This is an optimization exercise on Yosys and OpenROAD, whose aim is small area and a short achievable clock period, not a production implementation. At most, simulation tests tie the RTL to the original design; equivalence was not proved. For runs 4 and 5, only the layout was checked, not whether the RTL still works.

==> flow/design.v <==
`timescale 1ns / 1ps
module Cordic_Machine(clock_pulse, reset, x_input, y_input, z_input, x_output, y_output, z_output, flag);
	input clock_pulse;
	input reset;  
	input signed [24:0] x_input;
	input signed [24:0] y_input;
	input signed [24:0] z_input;
	output signed [24:0] x_output;
	output signed [24:0] y_output;
	output signed [24:0] z_output;
	output flag;
	reg signed [24:0] x, y, z;
	reg [4:0] k;
	reg [4:0] kx, kyn;
	wire [4:0] ky = ~kyn;
	reg load;  
	wire [24:0] atan =
		(k == 5'd0) ? 25'b000_0010000000000000000000 :
		(k == 5'd1) ? 25'b000_0001001011100100000000 :
		(k == 5'd2) ? 25'b000_0000100111111011001110 :
		(k == 5'd3) ? 25'b000_0000010100010001000100 :
		(k == 5'd4) ? 25'b000_0000001010001011000011 :
		(k == 5'd5) ? 25'b000_0000000101000101110101 :
		(k == 5'd6) ? 25'b000_0000000010100010111101 :
		(k == 5'd7) ? 25'b000_0000000001010001011111 :
		(k == 5'd8) ? 25'b000_0000000000101000101111 :
		(k == 5'd9) ? 25'b000_0000000000010100010111 :
		(k == 5'd10) ? 25'b000_0000000000001010001011 :
		(k == 5'd11) ? 25'b000_0000000000000101000101 :
		(k == 5'd12) ? 25'b000_0000000000000010100010 :
		(k == 5'd13) ? 25'b000_0000000000000001010001 :
		(k == 5'd14) ? 25'b000_0000000000000000101000 :
		(k == 5'd15) ? 25'b000_0000000000000000010100 :
		(k == 5'd16) ? 25'b000_0000000000000000001010 :
		(k == 5'd17) ? 25'b000_0000000000000000000101 :
		(k == 5'd18) ? 25'b000_0000000000000000000010 :
		(k == 5'd19) ? 25'b000_0000000000000000000001 :
		25'b0;
	wire neg = z[24];
	wire [24:0] mx = {25{neg}};    
	wire [24:0] my = {25{~neg}};   
	wire [24:0] xi = x ^ mx;
	wire [24:0] yi = y ^ my;
	wire fx = mx[0] ^ (x[24] & ~load);
	wire fy = my[0] ^ (y[24] & ~load);
	wire signed [25:0] xe = {fx, xi};
	wire signed [25:0] ye = {fy, yi};
	wire signed [25:0] xsh = xe >>> kx;
	wire signed [25:0] ysh = ye >>> ky;
	wire [24:0] xa = load ? x_input : x;
	wire [24:0] ya = load ? y_input : y;
	wire [24:0] za = load ? z_input : z;
	wire [24:0] xn, yn, zn;
	bk_add25 ax (.a(xa), .b(ysh[24:0]), .ci(~neg), .s(xn));
	bk_add25 ay (.a(ya), .b(xsh[24:0]), .ci(neg), .s(yn));
	bk_add25 az (.a(za), .b(atan ^ {25{~neg}}), .ci(~neg), .s(zn));
	always @(posedge clock_pulse) begin
		if (reset) begin
			k <= 5'd31;
			kx <= 5'd31;
			kyn <= 5'd0;
			load <= 1'b1;
		end else begin
			k <= (k == 5'd20) ? 5'd31 : k + 5'd1;
			kx <= (kx == 5'd20) ? 5'd31 : kx + 5'd1;
			kyn <= (kyn == 5'd11) ? 5'd0 : kyn - 5'd1;
			load <= (k == 5'd20);
		end
		x <= xn;
		y <= yn;
		z <= zn;
	end
	assign flag = (k == 5'd20);
	assign x_output = x;
	assign y_output = y;
	assign z_output = z;
endmodule
module bk_add25(a, b, ci, s);
	input [24:0] a, b;
	input ci;
	output [24:0] s;
	wire [25:0] g0 = {a & b, ci};
	wire [25:0] p0 = {a ^ b, 1'b0};
	wire g_0_1 = g0[1] | (p0[1] & g0[0]);
	wire p_0_1 = p0[1] & p0[0];
	wire g_0_3 = g0[3] | (p0[3] & g0[2]);
	wire p_0_3 = p0[3] & p0[2];
	wire g_0_5 = g0[5] | (p0[5] & g0[4]);
	wire p_0_5 = p0[5] & p0[4];
	wire g_0_7 = g0[7] | (p0[7] & g0[6]);
	wire p_0_7 = p0[7] & p0[6];
	wire g_0_9 = g0[9] | (p0[9] & g0[8]);
	wire p_0_9 = p0[9] & p0[8];
	wire g_0_11 = g0[11] | (p0[11] & g0[10]);
	wire p_0_11 = p0[11] & p0[10];
	wire g_0_13 = g0[13] | (p0[13] & g0[12]);
	wire p_0_13 = p0[13] & p0[12];
	wire g_0_15 = g0[15] | (p0[15] & g0[14]);
	wire p_0_15 = p0[15] & p0[14];
	wire g_0_17 = g0[17] | (p0[17] & g0[16]);
	wire p_0_17 = p0[17] & p0[16];
	wire g_0_19 = g0[19] | (p0[19] & g0[18]);
	wire p_0_19 = p0[19] & p0[18];
	wire g_0_21 = g0[21] | (p0[21] & g0[20]);
	wire p_0_21 = p0[21] & p0[20];
	wire g_0_23 = g0[23] | (p0[23] & g0[22]);
	wire p_0_23 = p0[23] & p0[22];
	wire g_0_25 = g0[25] | (p0[25] & g0[24]);
	wire p_0_25 = p0[25] & p0[24];
	wire g_1_2 = g0[2] | (p0[2] & g_0_1);
	wire p_1_2 = p0[2] & p_0_1;
	wire g_1_3 = g_0_3 | (p_0_3 & g_0_1);
	wire p_1_3 = p_0_3 & p_0_1;
	wire g_1_6 = g0[6] | (p0[6] & g_0_5);
	wire p_1_6 = p0[6] & p_0_5;
	wire g_1_7 = g_0_7 | (p_0_7 & g_0_5);
	wire p_1_7 = p_0_7 & p_0_5;
	wire g_1_10 = g0[10] | (p0[10] & g_0_9);
	wire p_1_10 = p0[10] & p_0_9;
	wire g_1_11 = g_0_11 | (p_0_11 & g_0_9);
	wire p_1_11 = p_0_11 & p_0_9;
	wire g_1_14 = g0[14] | (p0[14] & g_0_13);
	wire p_1_14 = p0[14] & p_0_13;
	wire g_1_15 = g_0_15 | (p_0_15 & g_0_13);
	wire p_1_15 = p_0_15 & p_0_13;
	wire g_1_18 = g0[18] | (p0[18] & g_0_17);
	wire p_1_18 = p0[18] & p_0_17;
	wire g_1_19 = g_0_19 | (p_0_19 & g_0_17);
	wire p_1_19 = p_0_19 & p_0_17;
	wire g_1_22 = g0[22] | (p0[22] & g_0_21);
	wire p_1_22 = p0[22] & p_0_21;
	wire g_1_23 = g_0_23 | (p_0_23 & g_0_21);
	wire p_1_23 = p_0_23 & p_0_21;
	wire g_2_4 = g0[4] | (p0[4] & g_1_3);
	wire p_2_4 = p0[4] & p_1_3;
	wire g_2_5 = g_0_5 | (p_0_5 & g_1_3);
	wire p_2_5 = p_0_5 & p_1_3;
	wire g_2_6 = g_1_6 | (p_1_6 & g_1_3);
	wire p_2_6 = p_1_6 & p_1_3;
	wire g_2_7 = g_1_7 | (p_1_7 & g_1_3);
	wire p_2_7 = p_1_7 & p_1_3;
	wire g_2_12 = g0[12] | (p0[12] & g_1_11);
	wire p_2_12 = p0[12] & p_1_11;
	wire g_2_13 = g_0_13 | (p_0_13 & g_1_11);
	wire p_2_13 = p_0_13 & p_1_11;
	wire g_2_14 = g_1_14 | (p_1_14 & g_1_11);
	wire p_2_14 = p_1_14 & p_1_11;
	wire g_2_15 = g_1_15 | (p_1_15 & g_1_11);
	wire p_2_15 = p_1_15 & p_1_11;
	wire g_2_20 = g0[20] | (p0[20] & g_1_19);
	wire p_2_20 = p0[20] & p_1_19;
	wire g_2_21 = g_0_21 | (p_0_21 & g_1_19);
	wire p_2_21 = p_0_21 & p_1_19;
	wire g_2_22 = g_1_22 | (p_1_22 & g_1_19);
	wire p_2_22 = p_1_22 & p_1_19;
	wire g_2_23 = g_1_23 | (p_1_23 & g_1_19);
	wire p_2_23 = p_1_23 & p_1_19;
	wire g_3_8 = g0[8] | (p0[8] & g_2_7);
	wire p_3_8 = p0[8] & p_2_7;
	wire g_3_9 = g_0_9 | (p_0_9 & g_2_7);
	wire p_3_9 = p_0_9 & p_2_7;
	wire g_3_10 = g_1_10 | (p_1_10 & g_2_7);
	wire p_3_10 = p_1_10 & p_2_7;
	wire g_3_11 = g_1_11 | (p_1_11 & g_2_7);
	wire p_3_11 = p_1_11 & p_2_7;
	wire g_3_12 = g_2_12 | (p_2_12 & g_2_7);
	wire p_3_12 = p_2_12 & p_2_7;
	wire g_3_13 = g_2_13 | (p_2_13 & g_2_7);
	wire p_3_13 = p_2_13 & p_2_7;
	wire g_3_14 = g_2_14 | (p_2_14 & g_2_7);
	wire p_3_14 = p_2_14 & p_2_7;
	wire g_3_15 = g_2_15 | (p_2_15 & g_2_7);
	wire p_3_15 = p_2_15 & p_2_7;
	wire g_3_24 = g0[24] | (p0[24] & g_2_23);
	wire p_3_24 = p0[24] & p_2_23;
	wire g_3_25 = g_0_25 | (p_0_25 & g_2_23);
	wire p_3_25 = p_0_25 & p_2_23;
	wire g_4_16 = g0[16] | (p0[16] & g_3_15);
	wire p_4_16 = p0[16] & p_3_15;
	wire g_4_17 = g_0_17 | (p_0_17 & g_3_15);
	wire p_4_17 = p_0_17 & p_3_15;
	wire g_4_18 = g_1_18 | (p_1_18 & g_3_15);
	wire p_4_18 = p_1_18 & p_3_15;
	wire g_4_19 = g_1_19 | (p_1_19 & g_3_15);
	wire p_4_19 = p_1_19 & p_3_15;
	wire g_4_20 = g_2_20 | (p_2_20 & g_3_15);
	wire p_4_20 = p_2_20 & p_3_15;
	wire g_4_21 = g_2_21 | (p_2_21 & g_3_15);
	wire p_4_21 = p_2_21 & p_3_15;
	wire g_4_22 = g_2_22 | (p_2_22 & g_3_15);
	wire p_4_22 = p_2_22 & p_3_15;
	wire g_4_23 = g_2_23 | (p_2_23 & g_3_15);
	wire p_4_23 = p_2_23 & p_3_15;
	wire g_4_24 = g_3_24 | (p_3_24 & g_3_15);
	wire p_4_24 = p_3_24 & p_3_15;
	wire g_4_25 = g_3_25 | (p_3_25 & g_3_15);
	wire p_4_25 = p_3_25 & p_3_15;
	assign s = p0[25:1] ^ {g_4_24, g_4_23, g_4_22, g_4_21, g_4_20, g_4_19, g_4_18, g_4_17, g_4_16, g_3_15, g_3_14, g_3_13, g_3_12, g_3_11, g_3_10, g_3_9, g_3_8, g_2_7, g_2_6, g_2_5, g_2_4, g_1_3, g_1_2, g_0_1, g0[0]};
endmodule
==> flow/flow/run.sh <==
#!/bin/bash
# Standard layout, with the port buffers made of the smallest buffer cell.
export BUFFER_PORTS_ARGS="-buffer_cell sky130_fd_sc_hd__buf_1"

bash standard.sh > standard.log 2>&1
==> flow/standard.sh <==
#!/bin/bash
# synth_recipe.tcl (not shown) runs the flow's synth.tcl, then flattens the netlist and writes it again
# the make line also repeats each setting of config.mk as NAME=value (left out here)
make -C /OpenROAD-flow-scripts/flow DESIGN_CONFIG=/design/flow/config.mk WORK_HOME=/design/flow/orfs CLKGATE_MAP_FILE= SYNTH_SCRIPT=/design/flow/synth_recipe.tcl "${@:-finish}"
==> flow/config.mk <==
export PLATFORM = sky130hd
export DESIGN_NAME = Cordic_Machine
export DESIGN_NICKNAME = Cordic_Machine
export VERILOG_FILES = /design/flow/design.v
export SDC_FILE = /design/flow/constraint.sdc
export NUM_CORES = 4
export LEC_CHECK = 0
export CAP_MARGIN = 20
export CORE_MARGIN = 2
export CORE_UTILIZATION = 40
export SETUP_SLACK_MARGIN = 1.0
export SLEW_MARGIN = 20
==> flow/constraint.sdc <==
create_clock -name core_clock -period 6.0 [get_ports {clock_pulse}]
set_input_delay 1.2000 -clock core_clock [delete_from_list [all_inputs] [get_ports {clock_pulse}]]
set_output_delay 1.2000 -clock core_clock [all_outputs]
set_load 0.01 [all_outputs]
==> run summary, run 1 <==
status timing/DRC/antenna clean; CP Max Fanout 34; Port Buf Inserts 152; Final setup viols 0; Die Wd 161 microns; grt ovf 0; Critical Path AT 4.92 ns; worst skew pair latency 0.37 ns; Synth area leader dfxtp_1; count of cell types in the netlist 70; final hold viol count 0; mapped cell area 0.00985 sq mm; Post-Synthesis Net Count 1335; DRT Pass-1 Iters 8; fmax 0.216 GHz; EDFF count, synth 0; Slew Limit Headroom 0.344; routed wire length between 20000 and 30000 microns; Least-Margin Pin Slew 0.983 ns; Post-CTS Setup Bufs 0; ys flop type dfxtp_1; CTS Buf Count 9; DRT iter0 DRCs a little over 700; vias in the first global route between 8k and 9k; Antenna Nets Post-Route 0; Initial Utilization 0.406; largest net degree at the start of global routing 36; CP cell instances buf_4 > xnor2_1 > nand2_1 > a21oi_1 > a21oi_1 > nor2_1 > a211oi_1 > a21oi_1 > ha_1 > o21ai_0 > o21a_1 > o311ai_1 > nand3_1 > a21oi_1 > nor3_1 > o41ai_1 > xnor2_1; CTS H-tree depth 3; diode count 0; row cnt 57; DRC Markers 0; crit end category register; largest stage delay on the critical path 0.62 ns; gpl congestion 0.946; register area share after synthesis 0.185; CP most frequent cell a21oi_1; core area about 0.024 sq mm; DR vias 9024; final net count 1445; Final Cycle Share 0.771; die area 0.0259 sq mm; fin crit period 4.63 ns; global-route wire length before repair around 46000 microns; Clock Skew 0.0185 ns; Vias/cell 5.62; Clock Path Buffers 2; gr usage total 0.223; Die Ht roughly 160 microns; layout cells sized above 1 0.117; RSZ-0062 raised after global routing false; Seq cells post-synth 91; initial antenna violation count 0; # IOs 153; Pins Over Slew Limit 0; area share of the largest cell type after synthesis 0.185; Synth Warn # 1; fill cell count between 2k and 3k; Worst Setup Path Type reg2reg; CP required 6.29 ns; Synth Instances ~1.2k; async set or reset register ratio after synthesis 0; CTS tree yes; Hold Crit Depth 1; post-DP HPWL 22900 microns; area grow syn2layout 11.6%; clk slew on worst S/H paths 0.07 ns; r2r worst-path depth 17; synth top area cells dfxtp_1 (19%), xnor2_1 (10%), ha_1 (9.9%), mux2_2 (7.9%), mux4_2 (6.6%); root buf cell clkbuf_16; max cap viols 0; Routed WL per cell approximately 18 microns; Clock Sinks 91; Slowest cell on crit path dfxtp_4; crit start category register; Total Neg Setup Slack 0 ns; mean post-synth cell area around 8.4 sq um; HP Class reg2reg
## state kept, by name (all words and copies together) (netlist names)
| register | cells |
|---|---|
| x | 25 |
| y | 25 |
| z | 25 |
| k | 5 |
| kx | 5 |
| kyn | 5 |
| load | 1 |
## layout by cell type (no fill, tap or decap), drive strengths merged, types with 4 or more instances in the layout
| cell | instances |
|---|---|
| a31oi | 19 |
| o21a | 6 |
| nand4 | 5 |
| nor2 | 76 |
| mux4 | 29 |
| xor2 | 28 |
| or2 | 4 |
| mux2 | 69 |
| dfxtp | 91 |
| and3 | 8 |
| a21oi | 96 |
| nand3 | 18 |
| o311ai | 4 |
| nor2b | 14 |
| inv | 51 |
| a211oi | 27 |
| o31ai | 4 |
| a32oi | 4 |
| nand2 | 105 |
| and2 | 8 |
| o211ai | 7 |
| a21o | 33 |
| o21ai | 63 |
| nor3 | 14 |
| clkbuf | 10 |
| fa | 13 |
| or3 | 7 |
| xnor2 | 118 |
| buf | 169 |
| nand2b | 11 |
| mux2i | 48 |
| o21bai | 5 |
| ha | 78 |
| clkinv | 5 |
## stage by stage
stage	hold WS [ns]	std cells	area [sq um]	setup slack (ns)	utilization
after global placement	0.423	1590	10700	1.27	0.440
after CTS	0.444	1606	11000	1.15	0.453
final	0.438	1606	11000	1.37	0.453
after floorplan	0.403	1167	9850	1.68	-
after global routing	0.475	1606	11000	1.01	0.453
after detailed placement	0.428	1590	10700	1.19	0.440
## kinds of logic after synthesis
| family | Yosys count | share of synthesized area |
|---|---|---|
| XOR/XNOR | 146 | 0.130 |
| flip-flops | 91 | 0.185 |
| multiplexers | 146 | 0.194 |
| AO/OA/AOI/OAI | 294 | 0.188 |
| buffers and inverters | 120 | 0.0475 |
| adder cells (fa/ha/maj) | 91 | 0.126 |
| AND/OR/NAND/NOR | 279 | 0.130 |
## per-layer routing
metal / vias to the layer above / part of all wire / GRT usage
li1: 4416 / - / -
met1: 4277 / 0.44 / 0.288
met2: 291 / 0.49 / 0.384
met3: 40 / 0.053 / 0.0351
met4: 0 / 0.022 / 0.0637
met5: - / 0 / 0
## worst paths after layout
check | endpoint | slack (ns) | start
worst max-delay path | y[24] | 1.37 | z[24]
worst min-delay path | k[0] | 0.44 | k[0]
worst max register to register | y[24] | 1.37 | z[24]
worst min register to register | k[0] | 0.44 | k[0]
## repair_timing
action | in CTS | in global routing
hold buffers | 0 | 0
setup endpoints to repair | 0 | 6
gates resized for setup | 0 | 4
## critical path: cells and delay by family (launching register included)
kind / cells / cell delay (ns)
xor+xnor: 2 / 0.36
flops: 1 / 0.62
compound gates: 9 / 2.16
buf+inv: 1 / 0.57
simple gates: 4 / 0.45
fa+ha+maj: 1 / 0.37
## area by class of cell
type / count / area (sq um) / share of cell area
multi-input cells: 956 / 7560 / 0.688
inverters: 50 / 188 / 0.0171
clock inverters: 6 / 65.1 / 0.00592
flip-flops and latches: 91 / 1830 / 0.167
repair buffers: 169 / 702 / 0.0639
clock buffers: 10 / 239 / 0.0217
well taps: 324 / 405 / 0.0369
## synth_stat cells, types with 8 or more instances
cell type  instances
dfxtp_1           91
fa_1              13
ha_1              78
inv_1             46
a21oi_1           95
buf_2              8
nor3_1            14
buf_1             13
mux2_2            69
nand3_1           18
xnor2_1          118
a31oi_1           18
a21o_1            33
mux4_2            29
nor2_1            76
o21ai_0           62
xor2_1            28
nor2b_1           14
nand2b_1          11
mux2i_1           48
nand2_1          105
clkbuf_1          47
and2_1             8
and3_1             8
a211oi_1          26
==> run 2: changes to the inputs <==
--- a/flow/config.mk
+++ b/flow/config.mk
@@ -10,3 +10,3 @@
 export CORE_UTILIZATION = 40
-export SETUP_SLACK_MARGIN = 1.0
+export SETUP_SLACK_MARGIN = 1.5
 export SLEW_MARGIN = 20
==> run summary, run 2 <==
status timing/DRC/antenna clean; routed wire length 29400 microns; hold buffers post-CTS 0; synth cell count leaders xnor2_1 (118), nand2_1 (105), a21oi_1 (95); Hold EP k[0]; row cnt 57; Slew Limit Headroom 0.328; final hold viol count 0; fin crit period 4.26 ns; Synth Instances 1167; DRT iter0 DRCs 696; final instance area 0.0111 sq mm; HP Start k[0]; synth top area cells dfxtp_1 (19%), xnor2_1 (10%), ha_1 (9.9%), mux2_2 (7.9%), mux4_2 (6.6%); Final Cycle Share 0.710; DR vias 9048; ys flop type dfxtp_1; hold_ws approximately 0.44 ns; Least-Margin Pin Slew 1.01 ns; root buf cell clkbuf_16; CP Max Fanout 19; die area 0.0259 sq mm; # IOs 153; Largest regs x: 25 flops, y: 25 flops, z: 25 flops; most frequent cells in the layout buf_1 (152), xnor2_1 (115), nand2_1 (105); Worst Setup Path Type reg2reg; diode count 0; Critical Path AT roughly 4.5 ns; Placed Area 0.0107 sq mm; Pins Over Slew Limit 0; Synth Warn # 1; CTS Buf Count 9; RSZ-0062 raised after global routing false; final net count 1449; crit start category register; count of cell types in the netlist 70; async set or reset register ratio after synthesis 0; Routed WL per cell 18.3 microns; DRT Pass-1 Iters 5; layout cells sized above 1 0.132; post-DP HPWL 22900 microns; mean post-synth cell area 8.44 sq um; Hold Crit Depth 1; count leader, synth xnor2_1; CTS tree yes; fill cell count 2502; EDFF count, synth 0; r2r worst-path depth 13; grt ovf 0; area grow syn2layout 13.1%; Total Neg Setup Slack 0 ns; most common cell after layout, fill and taps aside buf_1; Post-Synthesis Net Count 1335; Clock Path Buffers 2; CTS H-tree depth 3; FF-to-FF End x[16]; Clock Sinks between 90 and 100; max cap viols 0; Initial Utilization 0.406; Synth area leader dfxtp_1; worst skew pair latency 0.37 ns; initial antenna violation count 0; CP required 6.26 ns; gr usage total 0.223; gpl congestion 0.946; global-route wire length before repair roughly 46000 microns; Die Ht 161 microns; vias in the first global route 8601; largest net degree at the start of global routing 36; crit end category register; area share of the largest cell type after synthesis 0.185; fmax 0.235 GHz; r2r setup slk ~1.7 ns; register area share after synthesis 0.185; HP Class reg2reg; Vias/cell 5.62; Seq cells post-synth 91; Clock Skew about 0.018 ns; critical register-to-register path startpoint kyn[0]; Final setup viols 0; clk slew on worst S/H paths 0.08 ns; core area 0.0242 sq mm; Port Buf Inserts 152; mapped cell area 0.00985 sq mm; Antenna Nets Post-Route 0; DRC Markers 0; Die Wd 161 microns
==> run 2: cell families after synthesis <==
logic type               Yosys count  synth area share
buffers and inverters            120            0.0475
AND/OR/NAND/NOR                  279             0.130
adder cells (fa/ha/maj)           91             0.126
AO/OA/AOI/OAI                    294             0.188
flip-flops                        91             0.185
multiplexers                     146             0.194
XOR/XNOR                         146             0.130
==> run 2: how the worst max path moves through the flow <==
stage / slack [ns] / cells after the start / startpoint / to
3_5_place_dp: 1.19 / 16 / kx[1] / y[24]
6_report: 1.74 / 13 / kyn[0] / x[16]
4_1_cts: 1.51 / 17 / kx[0] / y[24]
2_1_floorplan: 1.68 / 18 / kx[0] / y[24]
5_1_grt: 1.51 / 16 / kx[1] / y[24]
3_3_place_gp: 1.27 / 13 / kyn[0] / x[16]
==> run 2: metrics by stage <==
stage,instances,worst slack [ns],util
final,1610,1.74,0.459
after global routing,1610,1.51,0.459
after global placement,1590,1.27,0.440
after floorplan,1167,1.68,-
after detailed placement,1590,1.19,0.440
after CTS,1606,1.51,0.453
==> run 2: per-layer routing <==
metal	up-vias	track usage	part of all wire
met3	40	0.0336	0.054
met4	0	0.0633	0.022
met2	299	0.384	0.49
li1	4417	-	-
met5	-	0	0
met1	4292	0.289	0.43
==> run 2: worst max-delay path, stage by stage (launching register included) <==
cell     delay [ns]
dfxtp_4        0.56
mux4_2         0.56
xnor2_1        0.24
mux4_2         0.49
nand2_1        0.08
o21ai_0        0.19
ha_1           0.37
a21o_1         0.16
a21oi_1        0.20
nor3b_1        0.29
a21oi_1        0.17
a31o_2         0.28
fa_1           0.43
xor2_1         0.15
==> run 2: repair_timing <==
action / in CTS / in global routing
resized for setup: 6 / 20
pin swaps: 0 / 1
hold endpoints to repair: 0 / 0
endpoints found under the setup margin: 12 / 32
buffers inserted: 0 / 4
cloned: 0 / 0
==> run 2: cell type report <==
class	count	area, sq um	share of cell area
Clock inverter	6	65.1	0.00584
Timing Repair Buffer	173	766	0.0687
Multi-Input combinational cell	956	7640	0.686
Clock buffer	10	239	0.0215
Tap cell	324	405	0.0364
Inverter	50	191	0.0172
Sequential cell	91	1840	0.165
==> run 3: changes to the inputs <==
--- a/flow/flow/run.sh
+++ b/flow/flow/run.sh
@@ -3,3 +3,3 @@
 export BUFFER_PORTS_ARGS="-buffer_cell sky130_fd_sc_hd__buf_1"
-
+export CTS_ARGS="-sink_clustering_enable -repair_clock_nets -buf_list {sky130_fd_sc_hd__clkbuf_4 sky130_fd_sc_hd__clkbuf_8} -dont_use_dummy_load"
 bash standard.sh > standard.log 2>&1
--- a/flow/config.mk
+++ b/flow/config.mk
@@ -10,3 +10,3 @@
 export CORE_UTILIZATION = 40
-export SETUP_SLACK_MARGIN = 1.5
+export SETUP_SLACK_MARGIN = 1.75
 export SLEW_MARGIN = 20
==> run summary, run 3 <==
Total Neg Setup Slack 0 ns; HP Class reg2reg; Routed WL per cell 18.5 microns; Least-Margin Pin Slew 0.988 ns; delay-heaviest family, CP simple AND/OR/NAND/NOR gates; Clock Skew slightly below 0.04 ns; most common cell after layout, fill and taps aside buf_1; synth top area cells dfxtp_1 (19%), xnor2_1 (10%), ha_1 (9.9%), mux2_2 (7.9%), mux4_2 (6.6%); Critical path buffers and inverters 0; Port Buf Inserts between 150 and 200; CP required around 6.3 ns; final hold viol count 0; CTS Buf Count 9; CP cell instances ha_4 > and3_1 > ha_1 > or4b_4 > o22ai_1 > a221oi_1 > o211ai_1 > nand2_1 > xnor2_2 > ha_1 > a21o_1 > nand2b_1 > a211o_1 > and3b_4 > or3_4 > a21oi_2 > xnor2_1; Slew Limit Headroom 0.340; post-DP HPWL between 20000 and 25000 microns; Post-Synthesis Net Count 1335; Synth area leader dfxtp_1; CTS H-tree depth 3; row cnt 57; count leader, synth xnor2_1; Initial Utilization 0.406; Clock Sinks 91; DR vias ~9k; synth cell count leaders xnor2_1 (118), nand2_1 (105), a21oi_1 (95); ys flop type dfxtp_1; Placed Area 0.0107 sq mm; Final Cycle Share 0.689; max cap viols 0; Hold Crit Depth 1; CTS tree yes; CP Max Fanout 12; DRT Pass-1 Iters 5; fill cell count around 2.5k; register area share after synthesis 0.185; gpl congestion around 0.9; EDFF count, synth 0; DRT iter0 DRCs slightly above 500; Seq cells post-synth 91; final net count roughly 1.5k; grt ovf 0; Vias/cell ~5.6; # IOs ~150; Antenna Nets Post-Route 0; async set or reset register ratio after synthesis 0; RSZ-0062 raised after global routing true; initial antenna violation count 1; met2 WL 14700 microns; DRC Markers 0; crit end category register; diode count 0; register area 0.00184 sq mm; WL met3 1560 microns; highest routing layer actually used met5; fmax 0.242 GHz; status timing/DRC/antenna clean; Largest regs x: 25 flops, y: 25 flops, z: 25 flops; Die Wd roughly 160 microns; Final setup viols 0; gr usage total 0.227; critical path depth 17; crit start category register; Pins Over Slew Limit 0; global-route wire length before repair approximately 47000 microns; area share of the largest cell type after synthesis 0.185; largest stage delay on the critical path 0.53 ns; most frequent cells in the layout buf_1 (152), xnor2_1 (111), nand2_1 (105); multi-input logic area 0.00778 sq mm; layout cells sized above 1 0.158; clk slew on worst S/H paths about 0.10 ns; routed wire length 30000 microns; vias in the first global route between 8k and 9k; Worst Setup Path Type reg2reg; area grow syn2layout 14.5%; Slowest cell on crit path or4b_4; hold buffers post-CTS 0; Die Ht between 150 and 200 microns; root buf cell clkbuf_8; core area 0.0242 sq mm; Synth Instances 1167; CP most frequent cell ha_1; largest net degree at the start of global routing 35; count of cell types in the netlist 70; r2r worst-path depth 17; worst skew pair latency between 0.3 and 0.4 ns; die area 0.0259 sq mm; M1 WL 12900 microns; Synth Warn # 1; fin crit period 4.13 ns; Clock Path Buffers 2; final instance area between 0.01 and 0.015 sq mm; mean post-synth cell area 8.44 sq um; Critical Path AT approximately 4.5 ns; mapped cell area 0.00985 sq mm
==> run 3: cell counts after synthesis <==
No cell type changed its count.
==> run 3: what timing repair did <==
item,in CTS,in global routing
endpoints found under the setup margin,45,34
buffers inserted,10,12
gates cloned,1,0
pin swaps,0,7
resized for setup,28,39
==> run 3: worst reg2reg max path, delay by kind of cell, from the launching register on <==
| kind | cells | cell delay, ns |
|---|---|---|
| AOI/OAI and AO/OA | 6 | 1.14 |
| xor gates and xnor gates | 2 | 0.30 |
| adders and majority gates | 3 | 0.69 |
| DFF | 1 | 0.37 |
| and+or+nand+nor | 6 | 1.60 |
==> run 3: per-stage QoR <==
step                      setup WS [ns]  cells   util  hold WS, ns
after global routing               1.72   1619  0.465        0.478
after CTS                          1.77   1607  0.454        0.453
after global placement             1.24   1587  0.439        0.413
after floorplan                    1.73   1167      -        0.403
final                              1.87   1619  0.465        0.461
after detailed placement           1.14   1587  0.439        0.428
==> run 3: final cells by class <==
cell class,instances,area share
tap,324,0.0360
sequential,91,0.164
clock buffer,9,0.0110
inverter,50,0.0178
multi-input combinational,956,0.690
timing repair buffer,189,0.0816
==> run 3: final timing paths <==
check,start,to,slack (ns)
worst max-delay path,k[1],z[17],1.87
worst min-delay path,k[0],k[0],0.46
worst max register to register,k[1],z[17],1.87
worst min register to register,k[0],k[0],0.46
==> run 3: cells by family after synthesis <==
kind of cell	after synthesis	synth area share
and+or+nand+nor	279	0.130
adders and majority gates	91	0.126
xor gates and xnor gates	146	0.130
muxes	146	0.194
DFF	91	0.185
buffers and inverters	120	0.0475
AOI/OAI and AO/OA	294	0.188
==> run 3: metal layers <==
layer	vias to the layer above	GRT usage
li1	4454	-
met1	4308	0.288
met2	289	0.397
met3	56	0.0349
met4	2	0.0718
met5	-	0
==> run 4: changes to the inputs <==
--- a/flow/design.v
+++ b/flow/design.v
@@ -39,8 +39,7 @@
 	wire neg = z[24];
-	wire [24:0] mx = {25{neg}};    
-	wire [24:0] my = {25{~neg}};   
-	wire [24:0] xi = x ^ mx;
-	wire [24:0] yi = y ^ my;
-	wire fx = mx[0] ^ (x[24] & ~load);
-	wire fy = my[0] ^ (y[24] & ~load);
+	reg cx, cy;                    
+	wire [24:0] xi = x ^ {25{cx}};
+	wire [24:0] yi = y ^ {25{cy}};
+	wire fx = cx ^ (x[24] & ~load);
+	wire fy = cy ^ (y[24] & ~load);
 	wire signed [25:0] xe = {fx, xi};
@@ -53,4 +52,4 @@
 	wire [24:0] xn, yn, zn;
-	bk_add25 ax (.a(xa), .b(ysh[24:0]), .ci(~neg), .s(xn));
-	bk_add25 ay (.a(ya), .b(xsh[24:0]), .ci(neg), .s(yn));
+	bk_add25 ax (.a(xa), .b(ysh[24:0]), .ci(cy), .s(xn));
+	bk_add25 ay (.a(ya), .b(xsh[24:0]), .ci(cx), .s(yn));
 	bk_add25 az (.a(za), .b(atan ^ {25{~neg}}), .ci(~neg), .s(zn));
@@ -62,3 +61,7 @@
 			load <= 1'b1;
+			cx <= 1'b0;
+			cy <= 1'b0;
 		end else begin
+			cx <= zn[24] & (k != 5'd20);
+			cy <= ~zn[24] & (k != 5'd20);
 			k <= (k == 5'd20) ? 5'd31 : k + 5'd1;
==> flow/flow/run.sh (replaced) <==
#!/bin/bash
# Standard layout, with the port buffers made of the smallest buffer cell.
export BUFFER_PORTS_ARGS="-buffer_cell sky130_fd_sc_hd__buf_1"

bash standard.sh > standard.log 2>&1
--- a/flow/config.mk
+++ b/flow/config.mk
@@ -10,3 +10,3 @@
 export CORE_UTILIZATION = 40
-export SETUP_SLACK_MARGIN = 1.75
+export SETUP_SLACK_MARGIN = 1.5
 export SLEW_MARGIN = 20
==> run summary, run 4 <==
Finished Core Util 0.466; vias in the first global route 8409; Synth Warn # 1; Final Non-Filler Cells 1625; initial antenna violation count 1; r2r worst-path depth 19; final setup margin 1.76 ns; status timing/DRC/antenna clean; largest net degree at the start of global routing 44; CP required roughly 6.3 ns; clk slew on worst S/H paths 0.07 ns; Simple-Gate Fraction of Synth Area 0.136; row cnt 57; root buf cell clkbuf_16; Die Wd 161 microns; global-route wire length before repair 45100 microns; count of cell types in the netlist 67; Final setup viols 0; Post-Synthesis Net Count 1338; CTS Buf Count 9; Clock Sinks 93; critical path launch point kyn[1]; worst skew pair latency approximately 0.37 ns; critical register-to-register path startpoint kyn[1]; gr usage total 0.218; Hold Crit Depth 1; # placed instances 1590; CTS tree yes; fin crit period 4.24 ns; fill cell count 2476; largest family of logic cells by synthesized area compound AO/OA/AOI/OAI gates; ys flop type dfxtp_1; most frequent cells in the layout buf_1 (152), nor2_1 (113), a21oi_1 (99); mapped cell area 0.00987 sq mm; DR vias 9134; Final Cycle Share 0.706; DRC Markers 0; Initial Utilization 0.407; Least-Margin Pin Slew 1.02 ns; core area 0.0242 sq mm; grt ovf 0; Slew Limit Headroom 0.319; gpl congestion 0.894; CP Max Fanout 28; layout cells sized above 1 0.147; synth top area cells dfxtp_1 (19%), ha_1 (9.9%), xnor2_1 (8.1%), mux2_2 (7.9%), mux4_2 (6.2%); post-DP HPWL 22200 microns; most common cell after layout, fill and taps aside buf_1; die area about 0.026 sq mm; Synth area leader dfxtp_1; Die Ht between 150 and 200 microns; async set or reset register ratio after synthesis 0; final hold viol count 0; HP Class reg2reg; xor and xnor area share after synthesis 0.115; Largest regs x: 25 flops, y: 25 flops, z: 25 flops; Hold EP k[0]; DRT iter0 DRCs around 780; Port Buf Inserts 152; Vias/cell 5.62; Antenna Nets Post-Route 0; mux contribution to synthesized area 0.195; Total Neg Setup Slack 0 ns; Synth Area in Compound Gates 0.197; Seq cells post-synth 93; register area share after synthesis 0.189; Clock Path Buffers 2; Worst Setup Path Type reg2reg; area grow syn2layout 14.4%; final net count 1463; Synth Instances 1170; Place WS around 1.1 ns; # IOs 153; r2r setup slk between 1.5 and 2 ns; fmax 0.236 GHz; crit start category register; count leader, synth nor2_1; DRT Pass-1 Iters 6; EDFF count, synth 0; Pins Over Slew Limit 0; RSZ-0062 raised after global routing false; max cap viols 0; crit end category register; mean post-synth cell area 8.43 sq um; FF-to-FF End x[23]; HP Start k[0]; synth cell count leaders nor2_1 (114), a21oi_1 (99), nand2_1 (96); CTS H-tree depth 3; Routed WL per cell 17.8 microns; adder-cell share of the synthesized area 0.125; Critical Path AT between 4 and 5 ns; area share of the largest cell type after synthesis 0.189; Clock Skew 0.0116 ns; routed wire length 29000 microns
==> run 4: final cells by class <==
class,count,area (sq um),share of cell area
clock buffer,10,229,0.0203
multi-input combinational,971,7730,0.685
timing repair buffer,182,838,0.0742
inverter,37,146,0.0130
antenna,1,2.50,0.000222
clock inverter,6,46.3,0.00410
timing repair inverter,1,5.00,0.000443
tap,324,405,0.0359
sequential,93,1880,0.167
==> run 4: worst max-delay path by stage <==
stage / cells after the start / end
2_1_floorplan: 19 / x[18]
3_3_place_gp: 20 / x[18]
3_5_place_dp: 19 / x[18]
4_1_cts: 16 / x[18]
5_1_grt: 19 / y[18]
6_report: 19 / x[23]
==> run 4: cells by family (layout without fill, tap and decap cells) <==
family	Yosys count	in the layout
other	0	1
flip-flops	93	93
AO/OA/AOI/OAI	302	302
adder cells (fa/ha/maj)	91	91
XOR/XNOR	130	130
multiplexers	150	150
AND/OR/NAND/NOR	298	298
buffers and inverters	106	236
==> run 4: per-layer routing <==
| layer | GRT usage | vias to the layer above | routed length, microns |
|---|---|---|---|
| met5 | 0 | - | 0 |
| met4 | 0.0682 | 0 | 748 |
| met3 | 0.0300 | 43 | 1580 |
| met2 | 0.355 | 321 | 13400 |
| met1 | 0.299 | 4295 | 13300 |
| li1 | - | 4475 | - |
==> run 4: critical path, cell delays in order (launching register included) <==
cell and delay, ns:
dfxtp_1 0.33, buf_6 0.24, clkinvlp_4 0.20, buf_4 0.16, a21oi_1 0.23, xnor2_2 0.14
mux2_2 0.33, o21ai_0 0.16, nand2_1 0.10, o31ai_1 0.12, ha_1 0.32, a211oi_2 0.28
o21a_1 0.26, o32ai_4 0.14, o2111a_1 0.30, o2111ai_1 0.31, nand2_1 0.12, o21a_1 0.20
nor3_1 0.14, nor2_1 0.06
==> run 4: timing repair <==
item	CTS	global route
cloned	0	1
setup endpoints to repair	24	36
resized for setup	5	38
hold buffers	0	0
pin swaps	0	1
buffers inserted	0	17
==> run 4: per-stage QoR <==
step                      area [sq um]  hold slack (ns)
after detailed placement         10700            0.431
after global routing             11300            0.505
final                            11300            0.474
after CTS                        11000            0.447
after global placement           10700            0.422
after floorplan                   9870            0.404
==> run 5: changes to the inputs <==
--- a/flow/design.v
+++ b/flow/design.v
@@ -13,4 +13,3 @@
 	reg [4:0] k;
-	reg [4:0] kx, kyn;
-	wire [4:0] ky = ~kyn;
+	reg [4:0] kx0, kx1, ky0, ky1;
 	reg load;  
@@ -39,11 +38,11 @@
 	wire neg = z[24];
-	reg cx, cy;                    
-	wire [24:0] xi = x ^ {25{cx}};
-	wire [24:0] yi = y ^ {25{cy}};
-	wire fx = cx ^ (x[24] & ~load);
-	wire fy = cy ^ (y[24] & ~load);
-	wire signed [25:0] xe = {fx, xi};
-	wire signed [25:0] ye = {fy, yi};
-	wire signed [25:0] xsh = xe >>> kx;
-	wire signed [25:0] ysh = ye >>> ky;
+	wire [24:0] mx = {25{neg}};    
+	wire [24:0] my = {25{~neg}};   
+	wire [24:0] xi = x ^ mx;
+	wire [24:0] yi = y ^ my;
+	wire fx = mx[0] ^ (x[24] & ~load);
+	wire fy = my[0] ^ (y[24] & ~load);
+	wire [25:0] xsh, ysh;
+	rshift26 shx (.v({fx, xi}), .k0(kx0), .k1(kx1), .o(xsh));
+	rshift26 shy (.v({fy, yi}), .k0(ky0), .k1(ky1), .o(ysh));
 	wire [24:0] xa = load ? x_input : x;
@@ -52,4 +51,4 @@
 	wire [24:0] xn, yn, zn;
-	bk_add25 ax (.a(xa), .b(ysh[24:0]), .ci(cy), .s(xn));
-	bk_add25 ay (.a(ya), .b(xsh[24:0]), .ci(cx), .s(yn));
+	bk_add25 ax (.a(xa), .b(ysh[24:0]), .ci(~neg), .s(xn));
+	bk_add25 ay (.a(ya), .b(xsh[24:0]), .ci(neg), .s(yn));
 	bk_add25 az (.a(za), .b(atan ^ {25{~neg}}), .ci(~neg), .s(zn));
@@ -58,13 +57,13 @@
 			k <= 5'd31;
-			kx <= 5'd31;
-			kyn <= 5'd0;
+			kx0 <= 5'd31;
+			kx1 <= 5'd31;
+			ky0 <= 5'd31;
+			ky1 <= 5'd31;
 			load <= 1'b1;
-			cx <= 1'b0;
-			cy <= 1'b0;
 		end else begin
-			cx <= zn[24] & (k != 5'd20);
-			cy <= ~zn[24] & (k != 5'd20);
 			k <= (k == 5'd20) ? 5'd31 : k + 5'd1;
-			kx <= (kx == 5'd20) ? 5'd31 : kx + 5'd1;
-			kyn <= (kyn == 5'd11) ? 5'd0 : kyn - 5'd1;
+			kx0 <= (kx0 == 5'd20) ? 5'd31 : kx0 + 5'd1;
+			kx1 <= (kx1 == 5'd20) ? 5'd31 : kx1 + 5'd1;
+			ky0 <= (ky0 == 5'd20) ? 5'd31 : ky0 + 5'd1;
+			ky1 <= (ky1 == 5'd20) ? 5'd31 : ky1 + 5'd1;
 			load <= (k == 5'd20);
@@ -202 +201,18 @@
 endmodule
+module rshift26(v, k0, k1, o);
+	input [25:0] v;
+	input [4:0] k0, k1;
+	output [25:0] o;
+	wire [25:0] s [0:5];
+	assign s[0] = v;
+	genvar t, j;
+	generate
+		for (t = 0; t < 5; t = t + 1) begin : stage
+			for (j = 0; j < 26; j = j + 1) begin : b
+				wire sel = (j < 13) ? k0[t] : k1[t];
+				assign s[t+1][j] = sel ? s[t][(j + (1 << t) > 25) ? 25 : j + (1 << t)] : s[t][j];
+			end
+		end
+	endgenerate
+	assign o = s[5];
+endmodule
==> run summary, run 5 <==
DRT iter0 DRCs ~530; Synth Warn # 2; CTS tree yes; routed wire length 29300 microns; WL met3 1410 microns; final hold viol count 0; Final Cycle Share 0.702; Slew Limit Headroom 0.381; hold buffers post-CTS 0; # IOs around 150; CP Max Fanout 9; critical register-to-register path startpoint kx1[0]; Place WS approximately 1.0 ns; EDFF count, synth 0; initial antenna violation count 0; Routed WL per cell roughly 17 microns; post-DP HPWL about 23000 microns; Die Ht 164 microns; RSZ-0062 raised after global routing true; area share of the largest cell type after synthesis 0.198; synth top area cells dfxtp_1 (20%), ha_1 (10%), xnor2_1 (10%), mux2_2 (7.5%), mux4_2 (6.8%); Final setup viols 0; Synth area leader dfxtp_1; highest routing layer actually used met4; area grow syn2layout 13.6%; CTS H-tree depth 3; fin crit period 4.21 ns; DR vias 9320; Antenna Nets Post-Route 0; Port Buf Inserts 152; global-route wire length before repair ~46000 microns; HP Start k[0]; Synth Instances 1227; Die Wd 164 microns; CP required ~6.3 ns; root buf cell clkbuf_16; Seq cells post-synth between 100 and 150; FF-to-FF End y[24]; DRT Pass-1 Iters 6; M1 WL 12700 microns; max cap viols 0; final setup margin 1.79 ns; vias in the first global route 8730; mean post-synth cell area 8.33 sq um; largest net degree at the start of global routing 45; HP Class reg2reg; CP endpoint y[24]; CTS Buf Count 9; fmax approximately 0.24 GHz; Pins Over Slew Limit 0; Initial Utilization 0.407; core area 0.0251 sq mm; grt ovf 0; Largest regs x: 25 flops, y: 25 flops, z: 25 flops; row cnt 58; fill cell count ~2.6k; Least-Margin Pin Slew 0.921 ns; most frequent cells in the layout buf_1 (152), nand2_1 (117), xnor2_1 (110); Finished Core Util 0.463; ys flop type dfxtp_1; worst skew pair latency between 0.3 and 0.4 ns; final net count 1514; critical path launch point kx1[0]; die area 0.0269 sq mm; async set or reset register ratio after synthesis 0; crit end category register; diode count 0; Clock Sinks 101; clk slew on worst S/H paths 0.07 ns; Vias/cell 5.56; Total Neg Setup Slack 0 ns; synth cell count leaders nand2_1 (117), xnor2_1 (117), a21oi_1 (105); r2r worst-path depth 18; r2r setup slk 1.79 ns; Clock Skew between 0.01 and 0.015 ns; Worst Setup Path Type reg2reg; gr usage total 0.216; DRC Markers 0; met2 WL about 15000 microns; count of cell types in the netlist 61; Clock Path Buffers 2; most common cell after layout, fill and taps aside buf_1; crit start category register; status timing/DRC/antenna clean; register area share after synthesis 0.198; Post-Synthesis Net Count roughly 1.4k; gpl congestion 0.890; Critical Path AT 4.51 ns; mapped cell area 0.0102 sq mm; layout cells sized above 1 0.143
==> run 5: cell types whose count changed after synthesis, moves of 9 or more <==
cell | before | now
a31oi_1 | 16 | 6
clkbuf_1 | 42 | 59
inv_1 | 34 | 56
mux2i_1 | 54 | 34
nand2_1 | 96 | 117
nand2b_1 | 12 | 21
nor2_1 | 114 | 89
o21ai_0 | 57 | 80
xnor2_1 | 91 | 117
==> run 5: worst min-delay path by stage <==
stage,endpoint,cells after the start
3_5_place_dp,k[0],1
5_1_grt,k[0],1
4_1_cts,k[0],1
3_3_place_gp,k[0],1
2_1_floorplan,k[0],1
6_report,k[0],1
==> run 5: layout make-up <==
type / instances / area, sq um / share of cell area
sequential: 101 / 2060 / 0.178
inverter: 59 / 221 / 0.0191
clock inverter: 7 / 65.1 / 0.00560
tap: 330 / 413 / 0.0355
timing repair buffer: 176 / 771 / 0.0663
multi-input combinational: 995 / 7860 / 0.676
clock buffer: 9 / 225 / 0.0194
==> run 5: worst max-delay path, stage by stage (launching register included) <==
cell       delay, ns
dfxtp_4         0.41
buf_8           0.15
mux4_2          0.50
xnor2_1         0.21
nand2_1         0.08
nand2_1         0.15
o211ai_1        0.12
o31a_1          0.18
ha_1            0.29
a21o_1          0.17
a21o_1          0.22
a2111oi_4       0.39
o21bai_2        0.12
a21oi_2         0.14
buf_4           0.14
o21ai_1         0.13
a2111o_1        0.41
a31oi_2         0.19
xnor2_1         0.13
==> run 5: metrics by stage <==
stage	std cells	area [sq um]	hold WS, ns
CTS	1667	11400	0.445
floorplan	1227	10200	0.404
global placement	1649	11000	0.422
finish	1677	11600	0.465
global route	1677	11600	0.477
detailed placement	1649	11000	0.428
==> run 5: kinds of logic after synthesis <==
kind of cell	count (synthesis)	share of synthesized area
fa+ha+maj	95	0.126
xor+xnor	148	0.127
compound gates	311	0.189
mux	133	0.176
buf+inv	131	0.0499
simple gates	308	0.134
flops	101	0.198
==> run 5: layer usage <==
| metal | GRT usage | vias to the layer above |
|---|---|---|
| met2 | 0.381 | 284 |
| li1 | - | 4593 |
| met1 | 0.277 | 4404 |
| met5 | 0 | - |
| met3 | 0.0258 | 39 |
| met4 | 0.0642 | 0 |
==> run 5: what timing repair did <==
item / 4_1_cts / 5_1_grt
pin swaps: 1 / 8
cloned: 0 / 0
endpoints found under the setup margin: 26 / 32
resized for setup: 20 / 41
setup buffers: 2 / 10
==> run 6: changes to the inputs <==
--- a/flow/design.v
+++ b/flow/design.v
@@ -13,26 +13,32 @@
 	reg [4:0] k;
-	reg [4:0] kx0, kx1, ky0, ky1;
+	reg [4:0] kx, kyn;
+	wire [4:0] ky = ~kyn;
 	reg load;  
-	wire [24:0] atan =
-		(k == 5'd0) ? 25'b000_0010000000000000000000 :
-		(k == 5'd1) ? 25'b000_0001001011100100000000 :
-		(k == 5'd2) ? 25'b000_0000100111111011001110 :
-		(k == 5'd3) ? 25'b000_0000010100010001000100 :
-		(k == 5'd4) ? 25'b000_0000001010001011000011 :
-		(k == 5'd5) ? 25'b000_0000000101000101110101 :
-		(k == 5'd6) ? 25'b000_0000000010100010111101 :
-		(k == 5'd7) ? 25'b000_0000000001010001011111 :
-		(k == 5'd8) ? 25'b000_0000000000101000101111 :
-		(k == 5'd9) ? 25'b000_0000000000010100010111 :
-		(k == 5'd10) ? 25'b000_0000000000001010001011 :
-		(k == 5'd11) ? 25'b000_0000000000000101000101 :
-		(k == 5'd12) ? 25'b000_0000000000000010100010 :
-		(k == 5'd13) ? 25'b000_0000000000000001010001 :
-		(k == 5'd14) ? 25'b000_0000000000000000101000 :
-		(k == 5'd15) ? 25'b000_0000000000000000010100 :
-		(k == 5'd16) ? 25'b000_0000000000000000001010 :
-		(k == 5'd17) ? 25'b000_0000000000000000000101 :
-		(k == 5'd18) ? 25'b000_0000000000000000000010 :
-		(k == 5'd19) ? 25'b000_0000000000000000000001 :
-		25'b0;
+	wire [31:0] kdec = 32'd1 << k;
+	wire [24:0] atan;
+	assign atan[0] = |(kdec & 32'h000a2ff0);
+	assign atan[1] = |(kdec & 32'h00051794);
+	assign atan[2] = |(kdec & 32'h00028bec);
+	assign atan[3] = |(kdec & 32'h000145c4);
+	assign atan[4] = |(kdec & 32'h0000a2e0);
+	assign atan[5] = |(kdec & 32'h00005160);
+	assign atan[6] = |(kdec & 32'h000028bc);
+	assign atan[7] = |(kdec & 32'h00001454);
+	assign atan[8] = |(kdec & 32'h00000a22);
+	assign atan[9] = |(kdec & 32'h00000514);
+	assign atan[10] = |(kdec & 32'h0000028c);
+	assign atan[11] = |(kdec & 32'h00000146);
+	assign atan[12] = |(kdec & 32'h000000a6);
+	assign atan[13] = |(kdec & 32'h00000056);
+	assign atan[14] = |(kdec & 32'h0000002c);
+	assign atan[15] = |(kdec & 32'h00000012);
+	assign atan[16] = |(kdec & 32'h00000008);
+	assign atan[17] = |(kdec & 32'h00000004);
+	assign atan[18] = |(kdec & 32'h00000002);
+	assign atan[19] = |(kdec & 32'h00000001);
+	assign atan[20] = 1'b0;
+	assign atan[21] = 1'b0;
+	assign atan[22] = 1'b0;
+	assign atan[23] = 1'b0;
+	assign atan[24] = 1'b0;
 	wire neg = z[24];
@@ -44,5 +50,6 @@
 	wire fy = my[0] ^ (y[24] & ~load);
-	wire [25:0] xsh, ysh;
-	rshift26 shx (.v({fx, xi}), .k0(kx0), .k1(kx1), .o(xsh));
-	rshift26 shy (.v({fy, yi}), .k0(ky0), .k1(ky1), .o(ysh));
+	wire signed [25:0] xe = {fx, xi};
+	wire signed [25:0] ye = {fy, yi};
+	wire signed [25:0] xsh = xe >>> kx;
+	wire signed [25:0] ysh = ye >>> ky;
 	wire [24:0] xa = load ? x_input : x;
@@ -57,6 +64,4 @@
 			k <= 5'd31;
-			kx0 <= 5'd31;
-			kx1 <= 5'd31;
-			ky0 <= 5'd31;
-			ky1 <= 5'd31;
+			kx <= 5'd31;
+			kyn <= 5'd0;
 			load <= 1'b1;
@@ -64,6 +69,4 @@
 			k <= (k == 5'd20) ? 5'd31 : k + 5'd1;
-			kx0 <= (kx0 == 5'd20) ? 5'd31 : kx0 + 5'd1;
-			kx1 <= (kx1 == 5'd20) ? 5'd31 : kx1 + 5'd1;
-			ky0 <= (ky0 == 5'd20) ? 5'd31 : ky0 + 5'd1;
-			ky1 <= (ky1 == 5'd20) ? 5'd31 : ky1 + 5'd1;
+			kx <= (kx == 5'd20) ? 5'd31 : kx + 5'd1;
+			kyn <= (kyn == 5'd11) ? 5'd0 : kyn - 5'd1;
 			load <= (k == 5'd20);
@@ -201,18 +204 @@
 endmodule
-module rshift26(v, k0, k1, o);
-	input [25:0] v;
-	input [4:0] k0, k1;
-	output [25:0] o;
-	wire [25:0] s [0:5];
-	assign s[0] = v;
-	genvar t, j;
-	generate
-		for (t = 0; t < 5; t = t + 1) begin : stage
-			for (j = 0; j < 26; j = j + 1) begin : b
-				wire sel = (j < 13) ? k0[t] : k1[t];
-				assign s[t+1][j] = sel ? s[t][(j + (1 << t) > 25) ? 25 : j + (1 << t)] : s[t][j];
-			end
-		end
-	endgenerate
-	assign o = s[5];
-endmodule
--- a/flow/config.mk
+++ b/flow/config.mk
@@ -9,4 +9,5 @@
 export CORE_MARGIN = 2
-export CORE_UTILIZATION = 40
-export SETUP_SLACK_MARGIN = 1.5
+export CORE_UTILIZATION = 60
+export CTS_BUF_LIST = sky130_fd_sc_hd__clkbuf_4 sky130_fd_sc_hd__clkbuf_8
+export SETUP_SLACK_MARGIN = 1.75
 export SLEW_MARGIN = 20
==> run summary, run 6 <==
grt ovf 0; Final setup viols 0; crit start category register; count of cell types in the netlist between 60 and 70; status timing/DRC/antenna clean; area grow syn2layout 13.2%; DRT iter0 DRCs 560; Synth Warn # 1; Vias/cell 5.87; hold_ws around 0.45 ns; post-DP HPWL 19400 microns; Initial Utilization 0.608; HP Class reg2reg; DRT Pass-1 Iters 5; Least-Margin Pin Slew 0.893 ns; clk slew on worst S/H paths 0.09 ns; fmax 0.245 GHz; final instance area between 0.01 and 0.015 sq mm; Place WS ~1.3 ns; final hold viol count 0; Synth Instances 1133; Die Wd 130 microns; Seq cells post-synth 91; DR vias roughly 8.7k; Pins Over Slew Limit 0; root buf cell clkbuf_8; fin crit period 4.09 ns; layout cells sized above 1 0.153; critical register-to-register path startpoint kx[0]; gr usage total 0.296; largest stage delay on the critical path ~0.41 ns; Critical path buffers and inverters 4; most frequent cells in the layout buf_1 (152), xnor2_1 (107), nand2_1 (101); Placed Area 0.0102 sq mm; CTS H-tree depth 3; vias in the first global route a little under 8k; # IOs 153; most common cell after layout, fill and taps aside buf_1; routed wire length roughly 26000 microns; die area 0.0169 sq mm; row cnt 46; r2r worst-path depth 20; DRC Markers 0; area share of the largest cell type after synthesis 0.191; EDFF count, synth 0; RSZ-0062 raised after global routing true; Slowest cell on crit path dfxtp_4; Clock Skew 0.0189 ns; CP required 6.31 ns; Worst Setup Path Type reg2reg; Port Buf Inserts 152; CTS tree yes; register area share after synthesis 0.191; mapped cell area 0.00955 sq mm; max cap viols 0; Largest regs x: 25 flops, y: 25 flops, z: 25 flops; Antenna Nets Post-Route 0; CTS Buf Count 9; gpl congestion slightly below 1; initial antenna violation count 0; hold buffers post-CTS 0; delay-heaviest family, CP compound AO/OA/AOI/OAI gates; global-route wire length before repair a little under 40000 microns; final setup margin around 1.9 ns; Total Neg Setup Slack 0 ns; Hold EP k[0]; r2r setup slk 1.91 ns; CP Max Fanout 6; worst skew pair latency 0.39 ns; largest net degree at the start of global routing between 50 and 60; Hold Crit Depth 1; FF-to-FF End y[24]; Final Cycle Share 0.681; Die Ht ~130 microns; Slew Limit Headroom 0.404; Clock Path Buffers 2; synth cell count leaders xnor2_1 (115), nand2_1 (101), a21oi_1 (96); mean post-synth cell area 8.43 sq um; HP Start k[0]; crit end category register; Clock Sinks 91; synth top area cells dfxtp_1 (19%), xnor2_1 (11%), ha_1 (10%), mux2_2 (8.1%), mux4_2 (5.7%); async set or reset register ratio after synthesis 0; CP cell instances clkbuf_2 > buf_4 > inv_1 > o211ai_1 > o21ai_0 > xnor2_2 > mux2i_1 > inv_1 > a21oi_1 > o21a_1 > ha_1 > a21oi_1 > o21ai_0 > a31oi_2 > a21boi_4 > a22o_2 > o2bb2ai_1 > or2_1 > a31oi_1 > xnor2_1; Synth area leader dfxtp_1; core area 0.0157 sq mm; Routed WL per cell 17.2 microns; final net count 1432; diode count 0; Post-Synthesis Net Count 1300; count leader, synth xnor2_1; Critical Path AT 4.40 ns; ys flop type dfxtp_1
## run 6: final cells by class
cell class              instances  area (sq um)
clock buffers                  12           153
clock inverters                 4          51.3
fillers                      1359          4900
inverters                      40           156
multi-input cells             937          7430
flip-flops and latches         91          1840
well taps                     216           270
repair buffers                186           915
## run 6: worst reg2reg max path: stages, from the launching register on
cell	delay (ns)
dfxtp_4	0.41
clkbuf_2	0.19
buf_4	0.14
inv_1	0.08
o211ai_1	0.16
o21ai_0	0.16
xnor2_2	0.28
mux2i_1	0.19
inv_1	0.11
a21oi_1	0.07
o21a_1	0.20
ha_1	0.35
a21oi_1	0.17
o21ai_0	0.13
a31oi_2	0.25
a21boi_4	0.12
a22o_2	0.30
o2bb2ai_1	0.16
or2_1	0.26
a31oi_1	0.20
xnor2_1	0.13
## run 6: routing by layer
metal | share of wire | track usage | wire [microns]
met3 | 0.056 | 0.0443 | 1430
met2 | 0.48 | 0.508 | 12300
met5 | 0 | 0 | 0
met4 | 0.027 | 0.102 | 683
met1 | 0.43 | 0.382 | 11100
## run 6: how the worst max path moves through the flow
stage,startpoint,end,depth (start not counted)
after floorplan,z[24],x[23],19
after global placement,kx[0],y[24],16
after detailed placement,kx[0],y[24],16
after CTS,kx[0],y[24],16
after global routing,kyn[0],x[23],19
final,kx[0],y[24],20
## run 6: repair_timing
item / CTS / global route
setup endpoints to repair: 24 / 30
setup buffers: 7 / 19
pin swaps: 1 / 6
resized for setup: 14 / 34
## run 6: logic make-up after synthesis
| family | count (synthesis) | synth area share |
|---|---|---|
| XOR/XNOR | 138 | 0.127 |
| multiplexers | 138 | 0.185 |
| AO/OA/AOI/OAI | 297 | 0.198 |
| adder cells (fa/ha/maj) | 90 | 0.127 |
| AND/OR/NAND/NOR | 274 | 0.127 |
| flip-flops | 91 | 0.191 |
| buffers and inverters | 105 | 0.0460 |
## run 6: through the flow
step	cells	util
after floorplan	1133	-
after global placement	1444	0.647
after detailed placement	1444	0.647
after CTS	1467	0.669
after global routing	1486	0.688
final	1486	0.688
==> run 7: changes to the inputs <==
--- a/flow/flow/run.sh
+++ b/flow/flow/run.sh
@@ -3,3 +3,3 @@
 export BUFFER_PORTS_ARGS="-buffer_cell sky130_fd_sc_hd__buf_1"
-
+export CTS_ARGS="-sink_clustering_enable -repair_clock_nets -buf_list {sky130_fd_sc_hd__clkbuf_4 sky130_fd_sc_hd__clkbuf_8} -dont_use_dummy_load"
 bash standard.sh > standard.log 2>&1
--- a/flow/config.mk
+++ b/flow/config.mk
@@ -10,3 +10,2 @@
 export CORE_UTILIZATION = 60
-export CTS_BUF_LIST = sky130_fd_sc_hd__clkbuf_4 sky130_fd_sc_hd__clkbuf_8
 export SETUP_SLACK_MARGIN = 1.75
==> run summary, run 7 <==
delay-heaviest family, CP compound AO/OA/AOI/OAI gates; synth cell count leaders xnor2_1 (115), nand2_1 (101), a21oi_1 (96); Synth Instances about 1.1k; async set or reset register ratio after synthesis 0; vias in the first global route 7812; routed wire length 25600 microns; Worst Setup Path Type reg2reg; root buf cell clkbuf_8; count leader, synth xnor2_1; DRC Markers 0; synth top area cells dfxtp_1 (19%), xnor2_1 (11%), ha_1 (10%), mux2_2 (8.1%), mux4_2 (5.7%); EDFF count, synth 0; Total Neg Setup Slack 0 ns; Vias/cell 5.88; CTS Buf Count 9; layout cells sized above 1 0.148; initial antenna violation count 0; most frequent cells in the layout buf_1 (152), xnor2_1 (106), nand2_1 (101); # IOs ~150; area share of the largest cell type after synthesis 0.191; hold buffers post-CTS 0; Largest regs x: 25 flops, y: 25 flops, z: 25 flops; gpl congestion 0.971; Pins Over Slew Limit 0; max cap viols 0; largest stage delay on the critical path roughly 0.50 ns; fmax approximately 0.24 GHz; largest net degree at the start of global routing between 50 and 60; Die Ht between 100 and 150 microns; crit end category register; Post-Synthesis Net Count 1300; grt ovf 0; Slew Limit Headroom 0.383; Seq cells post-synth 91; gr usage total 0.296; DRT Pass-1 Iters 5; Antenna Nets Post-Route 0; Clock Sinks between 90 and 100; Clock Skew 0.0245 ns; final net count 1435; status timing/DRC/antenna clean; post-DP HPWL 19400 microns; mapped cell area 0.00955 sq mm; Final Cycle Share 0.681; global-route wire length before repair 39500 microns; worst skew pair latency roughly 0.38 ns; CTS H-tree depth 3; Critical path buffers and inverters 2; ys flop type dfxtp_1; CP required approximately 6.3 ns; Final setup viols 0; Synth Warn # 1; Hold Crit Depth 1; final hold viol count 0; HP Class reg2reg; most common cell after layout, fill and taps aside buf_1; Clock Path Buffers 2; Routed WL per cell 17.3 microns; DRT iter0 DRCs 626; diode count 0; core area ~0.016 sq mm; CP Max Fanout 6; mean post-synth cell area 8.43 sq um; Critical Path AT 4.37 ns; Port Buf Inserts 152; DR vias between 8k and 9k; CP cell instances buf_4 > buf_4 > mux4_2 > xnor2_1 > nand2_1 > nand2_1 > nand2_1 > o21ai_0 > a21o_1 > ha_1 > a21o_1 > a21oi_2 > o22ai_1 > a21o_1 > a221oi_4 > o21ai_2 > or4_1 > o311ai_1; crit start category register; Synth area leader dfxtp_1; Die Wd 130 microns; area grow syn2layout 12.7%; r2r worst-path depth 18; critical path depth 18; die area 0.0169 sq mm; CTS tree yes; register area share after synthesis 0.191; Slowest cell on crit path mux4_2; Initial Utilization 0.608; Least-Margin Pin Slew 0.923 ns; fin crit period 4.09 ns; row cnt 46; count of cell types in the netlist 69; RSZ-0062 raised after global routing true; clk slew on worst S/H paths approximately 0.09 ns
==> run 7: cell counts after synthesis <==
No cell type changed its count.
==> run 7: routing by layer <==
layer  vias to the layer above  track usage  wire [microns]
li1                       4320            -               -
met1                      4029        0.381           11000
met2                       309        0.511           12300
met3                        50       0.0431            1610
met4                         0        0.102             703
met5                         -            0               0
==> run 7: path summary, 6_finish.rpt <==
kind	start	end	slack, ns
min reg2reg	k[0]	k[0]	0.45
max reg2reg	kyn[0]	x[23]	1.91
min	k[0]	k[0]	0.45
max	kyn[0]	x[23]	1.91
==> run 7: kinds of logic (layout without fill, tap and decap cells) <==
| family | after synthesis | after routing | share of synthesized area |
|---|---|---|---|
| AOI/OAI and AO/OA | 297 | 297 | 0.198 |
| and+or+nand+nor | 274 | 274 | 0.127 |
| xor gates and xnor gates | 138 | 138 | 0.127 |
| muxes | 138 | 138 | 0.185 |
| buffers and inverters | 105 | 238 | 0.0460 |
| DFF | 91 | 91 | 0.191 |
| adders and majority gates | 90 | 90 | 0.127 |
==> run 7: cell type report <==
cell class	instances	area [sq um]
multi-input combinational	937	7420
fill	1369	4950
sequential	91	1840
timing repair buffer	189	943
tap	216	270
inverter	40	156
clock buffer	9	124
==> run 7: repair_timing <==
item                                    in CTS  in global routing
pin swaps                                    1                  6
endpoints found under the setup margin      24                 27
gates resized for setup                     14                 37
setup buffers                               10                 19
==> run 7: metrics by stage <==
step,cell area (sq um),worst slack [ns],cells,utilization,hold WS (ns)
after floorplan,9550,1.86,1133,-,0.404
after global placement,10200,1.37,1444,0.647,0.425
after detailed placement,10200,1.27,1444,0.647,0.431
after CTS,10500,1.77,1463,0.665,0.451
after global routing,10800,1.69,1482,0.685,0.476
final,10800,1.91,1482,0.685,0.446

==> re-timing with driven ports <==
How much do the figures lean on ideal ports? The routed layouts below were timed once more, with nothing changed but the port constraints.
Step 1: set_driving_cell puts a clkbuf_16 on clock_pulse and a buf_2 on each other input, an assumption about the parent block.
Step 2, shift: input delay + t, output delay - t, t = (earliest + latest rising clock arrival at the registers) / 2. This alone moves slack from input paths to output paths.
Slacks: ideal / step 1 / step 2; pairs: ideal / step 1.
| run | t, ns | setup WS [ns] | worst setup path after step 2 | worst register clock-pin slew, ns |
|---|---|---|---|---|
| run 1 | 0.410 | 1.374 / 1.374 / 1.374 | register to register | 0.08 / 0.08 |
| run 2 | 0.408 | 1.740 / 1.740 / 1.740 | register to register | 0.08 / 0.08 |
| run 3 | 0.412 | 1.868 / 1.868 / 1.868 | register to register | 0.11 / 0.11 |
| run 4 | 0.414 | 1.765 / 1.765 / 1.765 | register to register | 0.08 / 0.08 |
| run 5 | 0.416 | 1.787 / 1.787 / 1.787 | register to register | 0.09 / 0.09 |
| run 6 | 0.420 | 1.912 / 1.912 / 1.912 | register to register | 0.10 / 0.10 |
| run 7 | 0.407 | 1.915 / 1.915 / 1.915 | register to register | 0.10 / 0.10 |
After both steps every run listed still meets setup and hold.
